Background: an optimization exercise with open tools, aiming at small area. Do not read the settings as production practice. RTL that was checked went through simulation tests only; none was proved equivalent to the original. Power and IR drop assume default switching activity.

// measure_bw
module measure_bw#
(
    parameter[63:0] ADDRESS_OFFSET        = 64'h0000_0000,
    parameter       MAX_OUTSTANDING_RREQ  = 8,
    parameter       MAX_OUTSTANDING_WREQ  = 8,
    parameter       AXI_DATA_WIDTH        = 64,
    parameter       AXI_ADDR_WIDTH        = 64
)
(
    input wire  AXI_ACLK, AXI_ARESETN,
    input  wire[6-1 : 0]    S_AXI_AWADDR,   
    input  wire                             S_AXI_AWVALID,  
    output wire                                             S_AXI_AWREADY,
    input  wire[2 : 0]                      S_AXI_AWPROT,
    input  wire[32-1 : 0]    S_AXI_WDATA,      
    input  wire                             S_AXI_WVALID,
    input  wire[(32/8)-1:0]  S_AXI_WSTRB,
    output wire                                             S_AXI_WREADY,
    output  wire[1 : 0]                                     S_AXI_BRESP,
    output  wire                                            S_AXI_BVALID,
    input   wire                            S_AXI_BREADY,
    input  wire[6-1 : 0]    S_AXI_ARADDR,     
    input  wire                             S_AXI_ARVALID,
    input  wire[2 : 0]                      S_AXI_ARPROT,     
    output wire                                             S_AXI_ARREADY,
    output  wire[32-1 : 0]                   S_AXI_RDATA,
    output  wire                                            S_AXI_RVALID,
    output  wire[1 : 0]                                     S_AXI_RRESP,
    input   wire                            S_AXI_RREADY,
    output wire[AXI_ADDR_WIDTH-1 : 0]      M_AXI_ARADDR,     
    output wire                            M_AXI_ARVALID,
    output wire[2:0]                       M_AXI_ARPROT,     
    output wire                            M_AXI_ARLOCK,
    output wire[3:0]                       M_AXI_ARID,
    output wire[7:0]                       M_AXI_ARLEN,
    output wire[2:0]                       M_AXI_ARSIZE,
    output wire[1:0]                       M_AXI_ARBURST,
    output wire[3:0]                       M_AXI_ARCACHE,
    output wire[3:0]                       M_AXI_ARQOS,
    input  wire                                              M_AXI_ARREADY,
    input  wire[AXI_DATA_WIDTH-1 : 0]                        M_AXI_RDATA,
    input  wire                                              M_AXI_RVALID,
    input  wire[1:0]                                         M_AXI_RRESP,
    input  wire                                              M_AXI_RLAST,
    output wire                            M_AXI_RREADY,
    output wire[AXI_ADDR_WIDTH-1:0]        M_AXI_AWADDR,
    output wire                            M_AXI_AWVALID,
    output wire[2:0]                       M_AXI_AWPROT,
    output wire[3:0]                       M_AXI_AWID,
    output wire[7:0]                       M_AXI_AWLEN,
    output wire[2:0]                       M_AXI_AWSIZE,
    output wire[1:0]                       M_AXI_AWBURST,
    output wire                            M_AXI_AWLOCK,
    output wire[3:0]                       M_AXI_AWCACHE,
    output wire[3:0]                       M_AXI_AWQOS,
    input  wire                                              M_AXI_AWREADY,
    output wire[AXI_DATA_WIDTH-1 : 0]      M_AXI_WDATA,
    output wire                            M_AXI_WVALID,
    output wire[(AXI_DATA_WIDTH/8)-1:0]    M_AXI_WSTRB,
    output wire                            M_AXI_WLAST,
    input  wire                                              M_AXI_WREADY,
    input  wire[1:0]                                         M_AXI_BRESP,
    input  wire                                              M_AXI_BVALID,
    output wire                           M_AXI_BREADY
 );
Size in the first run: roughly 2800 cells after synthesis, ~32000 um^2 of cells after synthesis.
export LEC_CHECK = 0
export CAP_MARGIN = 20
export CORE_MARGIN = 2
export CORE_UTILIZATION = 55
export SLEW_MARGIN = 20
create_clock -name core_clock -period 8.0 [get_ports {AXI_ACLK}]
standard.sh (not shown) runs the stock make flow with config.mk's settings and CLKGATE_MAP_FILE= SYNTH_SCRIPT=/design/flow/synth_recipe.tcl, a recipe that flattens the netlist after the stock synthesis.
==> flow/flow/run.sh <==
#!/bin/bash
# Layout flow: the standard layout (standard.sh) with these changes to how the layout is made:
#  - after the standard synthesis (run unchanged), its combinational logic is re-mapped for area
#    with Yosys/ABC (flow/remap.ys.in, flow/remap.abc); every flip-flop instance is kept as the
#    standard synthesis made it (same names and cell types);
#  - the port buffers that global placement inserts use the smallest buffer cell;
#  - the clock tree uses larger sink clusters and no dummy loads.
# Each tool's whole output goes to a log file of its own in this folder (ORFS steps also keep
# their logs under orfs/logs/).
set -euo pipefail
here=$(pwd)
lib=$FLOW_HOME/platforms/$FLOW_PLATFORM/lib/sky130_fd_sc_hd__tt_025C_1v80.lib
res=$here/orfs/results/$FLOW_PLATFORM/measure_bw/base
yosys_exe=$(command -v yosys || echo "$FLOW_HOME/../tools/install/yosys/bin/yosys")

export BUFFER_PORTS_ARGS="-buffer_cell sky130_fd_sc_hd__buf_1"
export CTS_ARGS="-sink_clustering_enable -repair_clock_nets -sink_clustering_size 26 -sink_clustering_max_diameter 100 -dont_use_dummy_load"

# 1. the standard synthesis
bash standard.sh synth > standard_synth.log 2>&1

# 2. re-map its combinational logic
cp "$res/1_2_yosys.v" "$here/synth_standard.v"
dont_use=$(sed -n '/DONT_USE_CELLS *+=/,/^ *$/p' "$FLOW_HOME/platforms/$FLOW_PLATFORM/config.mk" \
           | grep -o 'sky130_fd_sc_hd__[a-z0-9_]*' | sed 's/^/-dont_use /' | tr '\n' ' ')
printf 'set_driving_cell sky130_fd_sc_hd__buf_1\nset_load 5\n' > "$here/remap.constr"
sed -e "s#@LIB@#$lib#g" -e "s#@IN@#$here/synth_standard.v#" -e "s#@TOP@#$FLOW_TOP#" \
    -e "s#@DONTUSE@#$dont_use#" -e "s#@ABC@#$here/flow/remap.abc#" \
    -e "s#@CONSTR@#$here/remap.constr#" -e "s#@OUT@#$here/synth_remapped.v#" \
    flow/remap.ys.in > "$here/remap.ys"
"$yosys_exe" -s "$here/remap.ys" > remap.log 2>&1
cp "$here/synth_remapped.v" "$res/1_2_yosys.v"
rm -f "$res/1_synth.odb" "$res/1_synth.sdc"

# 3. the rest of the standard layout, from the re-mapped netlist
bash standard.sh > standard.log 2>&1
Other scripts of this flow, unchanged in this note and not shown: flow/flow/remap.abc, flow/flow/remap.ys.in
==> next run, changes <==
--- a/flow/design.v
+++ b/flow/design.v
@@ -223,45 +223,44 @@
     reg [31:0] s_rdata;
     reg        s_rerr;
     assign S_AXI_ARREADY = ~(ra | rb);
     assign S_AXI_RVALID  = ra & ~rb;
     assign S_AXI_RDATA   = s_rdata;
     assign S_AXI_RRESP   = {s_rerr, 1'b0};
     wire busy_r_next = go & s_wdata[0] | start_read  | (r_act & ~rdone);
     wire busy_w_next = go & s_wdata[1] | start_write | (b_act & ~bdone);
     wire [3:0] ra_reg = S_AXI_ARADDR[5:2];
     wire sel_cc_h = (ra_reg == 4'd6 & rdone) | (ra_reg == 4'd8 & bdone);
     wire sel_cc_l = (ra_reg == 4'd7 & rdone) | (ra_reg == 4'd9 & bdone);
-    wire       rd_load = S_AXI_ARREADY & S_AXI_ARVALID;
-    wire       rd_hit  = rd_load & (ra_reg <= REG_CTL_STAT);
     wire [31:0] rd_next =
-          ({32{~rd_load}} & s_rdata)
-        | ({32{rd_hit & ra_reg == 4'd0}} & raddr_h)
-        | ({32{rd_hit & ra_reg == 4'd1}} & raddr_l)
-        | ({32{rd_hit & ra_reg == 4'd2}} & waddr_h)
-        | ({32{rd_hit & ra_reg == 4'd3}} & waddr_l)
-        | ({32{rd_hit & ra_reg == 4'd4}} & blk_size)
-        | ({32{rd_hit & ra_reg == 4'd5}} & blk_count)
-        | ({32{rd_hit & ra_reg == 4'd6 & ~rdone}} & elapsed_read_cycles[63:32])
-        | ({32{rd_hit & ra_reg == 4'd7 & ~rdone}} & elapsed_read_cycles[31: 0])
-        | ({32{rd_hit & ra_reg == 4'd8 & ~bdone}} & elapsed_write_cycles[63:32])
-        | ({32{rd_hit & ra_reg == 4'd9 & ~bdone}} & elapsed_write_cycles[31: 0])
-        | ({32{rd_hit & sel_cc_h}} & cycle_counter[63:32])
-        | ({32{rd_hit & sel_cc_l}} & cycle_counter[31: 0])
-        | ({32{rd_hit & ra_reg == REG_CTL_STAT}} & {30'd0, busy_w_next, busy_r_next})
-        | ({32{rd_load & ~rd_hit}} & 32'h0DEC0DE0);
+          ({32{ra_reg == 4'd0}} & raddr_h)
+        | ({32{ra_reg == 4'd1}} & raddr_l)
+        | ({32{ra_reg == 4'd2}} & waddr_h)
+        | ({32{ra_reg == 4'd3}} & waddr_l)
+        | ({32{ra_reg == 4'd4}} & blk_size)
+        | ({32{ra_reg == 4'd5}} & blk_count)
+        | ({32{ra_reg == 4'd6 & ~rdone}} & elapsed_read_cycles[63:32])
+        | ({32{ra_reg == 4'd7 & ~rdone}} & elapsed_read_cycles[31: 0])
+        | ({32{ra_reg == 4'd8 & ~bdone}} & elapsed_write_cycles[63:32])
+        | ({32{ra_reg == 4'd9 & ~bdone}} & elapsed_write_cycles[31: 0])
+        | ({32{sel_cc_h}} & cycle_counter[63:32])
+        | ({32{sel_cc_l}} & cycle_counter[31: 0])
+        | ({32{ra_reg == REG_CTL_STAT}} & {30'd0, busy_w_next, busy_r_next})
+        | ({32{ra_reg > REG_CTL_STAT}} & 32'h0DEC0DE0);
     always @(posedge AXI_ACLK) begin
         rb <= AXI_ARESETN & ~ra & (rb | S_AXI_ARVALID);
         ra <= AXI_ARESETN & (rb | (ra & ~S_AXI_RREADY));
-        if (rd_load) s_rerr <= ~rd_hit;
-        s_rdata <= rd_next;
+        if (S_AXI_ARREADY & S_AXI_ARVALID) begin
+            s_rerr  <= (ra_reg > REG_CTL_STAT);
+            s_rdata <= rd_next;
+        end
     end
 endmodule
 module mbw_inc #(parameter N = 8)
 (
     input  wire [N-1:0] a,
     input  wire         ci,
     output wire [N-1:0] s
 );
     localparam NB = (N + 7) / 8;
     wire [NB:0] blk_c;               
     wire [N:0]  c;
Core utilization decreases by 0.32 points.
Worst hold slack is worse by 0.015 ns.
Area after synthesis is higher by about 1.4%.
Clock skew grows by 0.0046 ns.
First-iteration DRC count grows by 14%.
Clock-buffer cell count climbs by 1.
Flip-flop and latch count does not change.
Setup slack improved by 0.077 ns.
Via count barely changes.
Global-route usage fell by 0.76 points.
The RTL of the second run of this note was laid out without a check of its function.

---

measure_bw, a different RTL version from the one above (not shown whole).
Size: ~440 I/O pins, about 0.031 sq mm of cells after synthesis.
clock: 8.0 ns
lec_check: 0
cap_margin: 10
core_margin: 2
core_utilization: 75
slew_margin: 10
==> flow/flow/run.sh <==
#!/bin/bash
# Layout flow: the standard layout (standard.sh) with these changes to how the layout is made:
#  - after the standard synthesis (run unchanged), its combinational logic is re-mapped for area
#    with Yosys/ABC (flow/remap.ys.in, flow/remap.abc); every flip-flop instance is kept as the
#    standard synthesis made it (same names and cell types);
#  - the port buffers that global placement inserts use the smallest buffer cell;
#  - the clock tree uses larger sink clusters and no dummy loads.
# Each tool's whole output goes to a log file of its own in this folder (ORFS steps also keep
# their logs under orfs/logs/).
set -euo pipefail
here=$(pwd)
lib=$FLOW_HOME/platforms/$FLOW_PLATFORM/lib/sky130_fd_sc_hd__tt_025C_1v80.lib
res=$here/orfs/results/$FLOW_PLATFORM/measure_bw/base
yosys_exe=$(command -v yosys || echo "$FLOW_HOME/../tools/install/yosys/bin/yosys")

export BUFFER_PORTS_ARGS="-buffer_cell sky130_fd_sc_hd__buf_1"
export CTS_ARGS="-sink_clustering_enable -repair_clock_nets -sink_clustering_size 27 -sink_clustering_max_diameter 100 -dont_use_dummy_load"

# 1. the standard synthesis
bash standard.sh synth > standard_synth.log 2>&1

# 2. re-map its combinational logic
cp "$res/1_2_yosys.v" "$here/synth_standard.v"
dont_use=$(sed -n '/DONT_USE_CELLS *+=/,/^ *$/p' "$FLOW_HOME/platforms/$FLOW_PLATFORM/config.mk" \
           | grep -o 'sky130_fd_sc_hd__[a-z0-9_]*' | sed 's/^/-dont_use /' | tr '\n' ' ')
printf 'set_driving_cell sky130_fd_sc_hd__buf_1\nset_load 5\n' > "$here/remap.constr"
sed -e "s#@LIB@#$lib#g" -e "s#@IN@#$here/synth_standard.v#" -e "s#@TOP@#$FLOW_TOP#" \
    -e "s#@DONTUSE@#$dont_use#" -e "s#@ABC@#$here/flow/remap.abc#" \
    -e "s#@CONSTR@#$here/remap.constr#" -e "s#@OUT@#$here/synth_remapped.v#" \
    flow/remap.ys.in > "$here/remap.ys"
"$yosys_exe" -s "$here/remap.ys" > remap.log 2>&1
cp "$here/synth_remapped.v" "$res/1_2_yosys.v"
rm -f "$res/1_synth.odb" "$res/1_synth.sdc"

# 3. the rest of the standard layout, from the re-mapped netlist
bash standard.sh > standard.log 2>&1
Other scripts of this flow, unchanged in this note and not shown: flow/flow/remap.abc, flow/flow/remap.ys.in
Edit:
--- a/flow/design.v
+++ b/flow/design.v
@@ -98,13 +98,13 @@
             default: ;
         endcase
         cstart_h_ok <= AXI_ARESETN & (cstart_h_ok | (s_whs & s_wreg == 4'd6));
         cstart_l_ok <= AXI_ARESETN & (cstart_l_ok | (s_whs & s_wreg == 4'd7));
     end
     reg start_read, start_write;
-    reg r_act, b_act;                
+    wire r_act, b_act;               
     wire rdone, bdone;               
     wire go = AXI_ARESETN & s_wfirst & (s_awaddr == REG_CTL_STAT)
             & ~start_read & ~r_act & ~start_write & ~b_act & (blk_count[19:0] != 0);
     reg [63:0] cycle_counter, elapsed_read_cycles, elapsed_write_cycles;
     reg [31:0] xfer_block_size;
     reg [3:0]  count_lo;             
@@ -133,14 +133,15 @@
     reg  [63:0] araddr, awaddr;
     wire [32:0] ara_lo = {1'b0, araddr[31:0]} + {1'b0, xfer_block_size};
     wire [32:0] awa_lo = {1'b0, awaddr[31:0]} + {1'b0, xfer_block_size};
     wire [31:0] ara_hi, awa_hi;
     mbw_inc #(32) u_ara_inc (.a(araddr[63:32]), .ci(m_arhs & ara_lo[32]), .s(ara_hi));
     mbw_inc #(32) u_awa_inc (.a(awaddr[63:32]), .ci(m_awhs & awa_lo[32]), .s(awa_hi));
-    reg        ar_act;
+    reg        ar_act;               
     reg [3:0]  r_out;                
+    assign r_act = ar_act | (r_out != 4'd0);
     assign M_AXI_ARVALID = ar_act & ~r_out[3];
     assign M_AXI_ARADDR  = araddr;
     assign M_AXI_ARID    = ar_n[3:0];
     assign M_AXI_ARLEN   = burst_len;
     assign M_AXI_ARSIZE  = 3'd3;
     assign M_AXI_ARBURST = 2'd1;
@@ -151,27 +152,25 @@
     assign M_AXI_RREADY  = r_act;
     assign m_arhs = M_AXI_ARVALID & M_AXI_ARREADY;
     wire m_rlhs = M_AXI_RVALID & M_AXI_RLAST & r_act;
     assign rdone = m_rlhs & ~ar_act & (r_out == 4'd1);
     always @(posedge AXI_ACLK) begin
         ar_act <= AXI_ARESETN & (start_read | (ar_act & ~(m_arhs & ar_last)));
-        r_act  <= AXI_ARESETN & (start_read | (r_act & ~rdone));
         if (go) begin
             ar_n   <= {~blk_count[19:4], 4'd0};
             araddr <= {raddr_h, raddr_l};
-            r_out  <= 0;
         end else begin
             ar_n          <= ar_inc;
             araddr[63:32] <= ara_hi;
             if (m_arhs) araddr[31:0] <= ara_lo[31:0];
-            r_out <= r_out + m_arhs - m_rlhs;
-        end
-    end
-    reg        aw_act, w_act;
+        end
+    end
+    reg        aw_act;               
     reg [3:0]  wq_out;               
     reg [3:0]  b_out;                
+    assign b_act = aw_act | (b_out != 4'd0);
     reg [8:0]  wbeat;                
     reg [31:0] wdata;
     wire [8:0]  wbeat_inc;
     wire [31:0] wdata_inc;
     wire        m_whs;
     mbw_inc #(9)  u_wb_inc (.a(wbeat), .ci(1'b1), .s(wbeat_inc));
@@ -185,41 +184,45 @@
     assign M_AXI_AWBURST = 2'd1;
     assign M_AXI_AWPROT  = 3'd0;
     assign M_AXI_AWLOCK  = 1'b0;
     assign M_AXI_AWCACHE = 4'd0;
     assign M_AXI_AWQOS   = 4'd0;
     assign M_AXI_WDATA   = {wdata, {(AXI_DATA_WIDTH-32){1'b0}}};
-    assign M_AXI_WVALID  = w_act & (wq_out != 0);
+    assign M_AXI_WVALID  = (wq_out != 4'd0);
     assign M_AXI_WSTRB   = {(AXI_DATA_WIDTH/8){1'b1}};
     assign M_AXI_WLAST   = wb_last;
     assign M_AXI_BREADY  = b_act;
     assign m_awhs = M_AXI_AWVALID & M_AXI_AWREADY;
     assign m_whs = M_AXI_WVALID & M_AXI_WREADY;
     wire m_wlhs = m_whs & wb_last;
     wire m_bhs  = M_AXI_BVALID & b_act;
-    wire wdone  = m_wlhs & ~aw_act & (wq_out == 4'd1);
     assign bdone = m_bhs & ~aw_act & (b_out == 4'd1);
     always @(posedge AXI_ACLK) begin
         aw_act <= AXI_ARESETN & (start_write | (aw_act & ~(m_awhs & aw_last)));
-        w_act  <= AXI_ARESETN & (start_write | (w_act & ~wdone));
-        b_act  <= AXI_ARESETN & (start_write | (b_act & ~bdone));
         if (go) begin
             aw_n   <= {~blk_count[19:4], 4'd0};
             awaddr <= {waddr_h, waddr_l};
-            wq_out <= 0;
-            b_out  <= 0;
             wbeat  <= 0;
             wdata  <= 0;
         end else begin
             aw_n          <= aw_inc;
             awaddr[63:32] <= awa_hi;
             if (m_awhs) awaddr[31:0] <= awa_lo[31:0];
+            wdata <= wdata_inc;
+            if (m_whs) wbeat <= wbeat_inc & {9{~wb_last}};
+        end
+    end
+    always @(posedge AXI_ACLK) begin
+        if (AXI_ARESETN == 0) begin
+            r_out  <= 0;
+            wq_out <= 0;
+            b_out  <= 0;
+        end else begin
+            r_out  <= r_out  + m_arhs - m_rlhs;
             wq_out <= wq_out + m_awhs - m_wlhs;
             b_out  <= b_out  + m_awhs - m_bhs;
-            wdata <= wdata_inc;
-            if (m_whs) wbeat <= wbeat_inc & {9{~wb_last}};
         end
     end
     reg        ra, rb;
     reg [31:0] s_rdata;
     reg        s_rerr;
     assign S_AXI_ARREADY = ~(ra | rb);
Outcome: The changed run completed without violations. Sequential power barely changes. Synthesized cell count grows slightly. Critical path depth stays the same. Hold slack gets worse by 52 ps. Setup slack gets worse by 65 ps. Cell area barely changes.

## what the ideal ports hide
No port has a modelled driver above. Below, the same layouts with a new extraction and two added sets of constraints.
Step 1: set_driving_cell puts a clkbuf_16 on AXI_ACLK and a buf_2 on each other input, an assumption about the parent block.
Step 2 times the ports against the registers' clock, not the clock port: input delays grow and output delays shrink by t, the midpoint of the rising clock arrivals with the driver on.
Slacks: ideal / step 1 / step 2; pairs: ideal / step 1.
run	t, ns	setup WS [ns]	worst setup path after step 2	worst register clock-pin slew, ns	worst slew at a driven data input, ns
the first run of note 1	0.648	0.336 / 0.336 / 0.336	register to register	0.11 / 0.11	0.09
the second run of note 1	0.641	0.412 / 0.412 / 0.412	register to register	0.11 / 0.11	0.06
the first run of note 2	0.627	0.358 / 0.358 / 0.358	register to register	0.11 / 0.11	0.08
the second run of note 2	0.624	0.293 / 0.293 / 0.293	register to register	0.11 / 0.11	0.08
After both steps setup and hold are still met in every run listed.
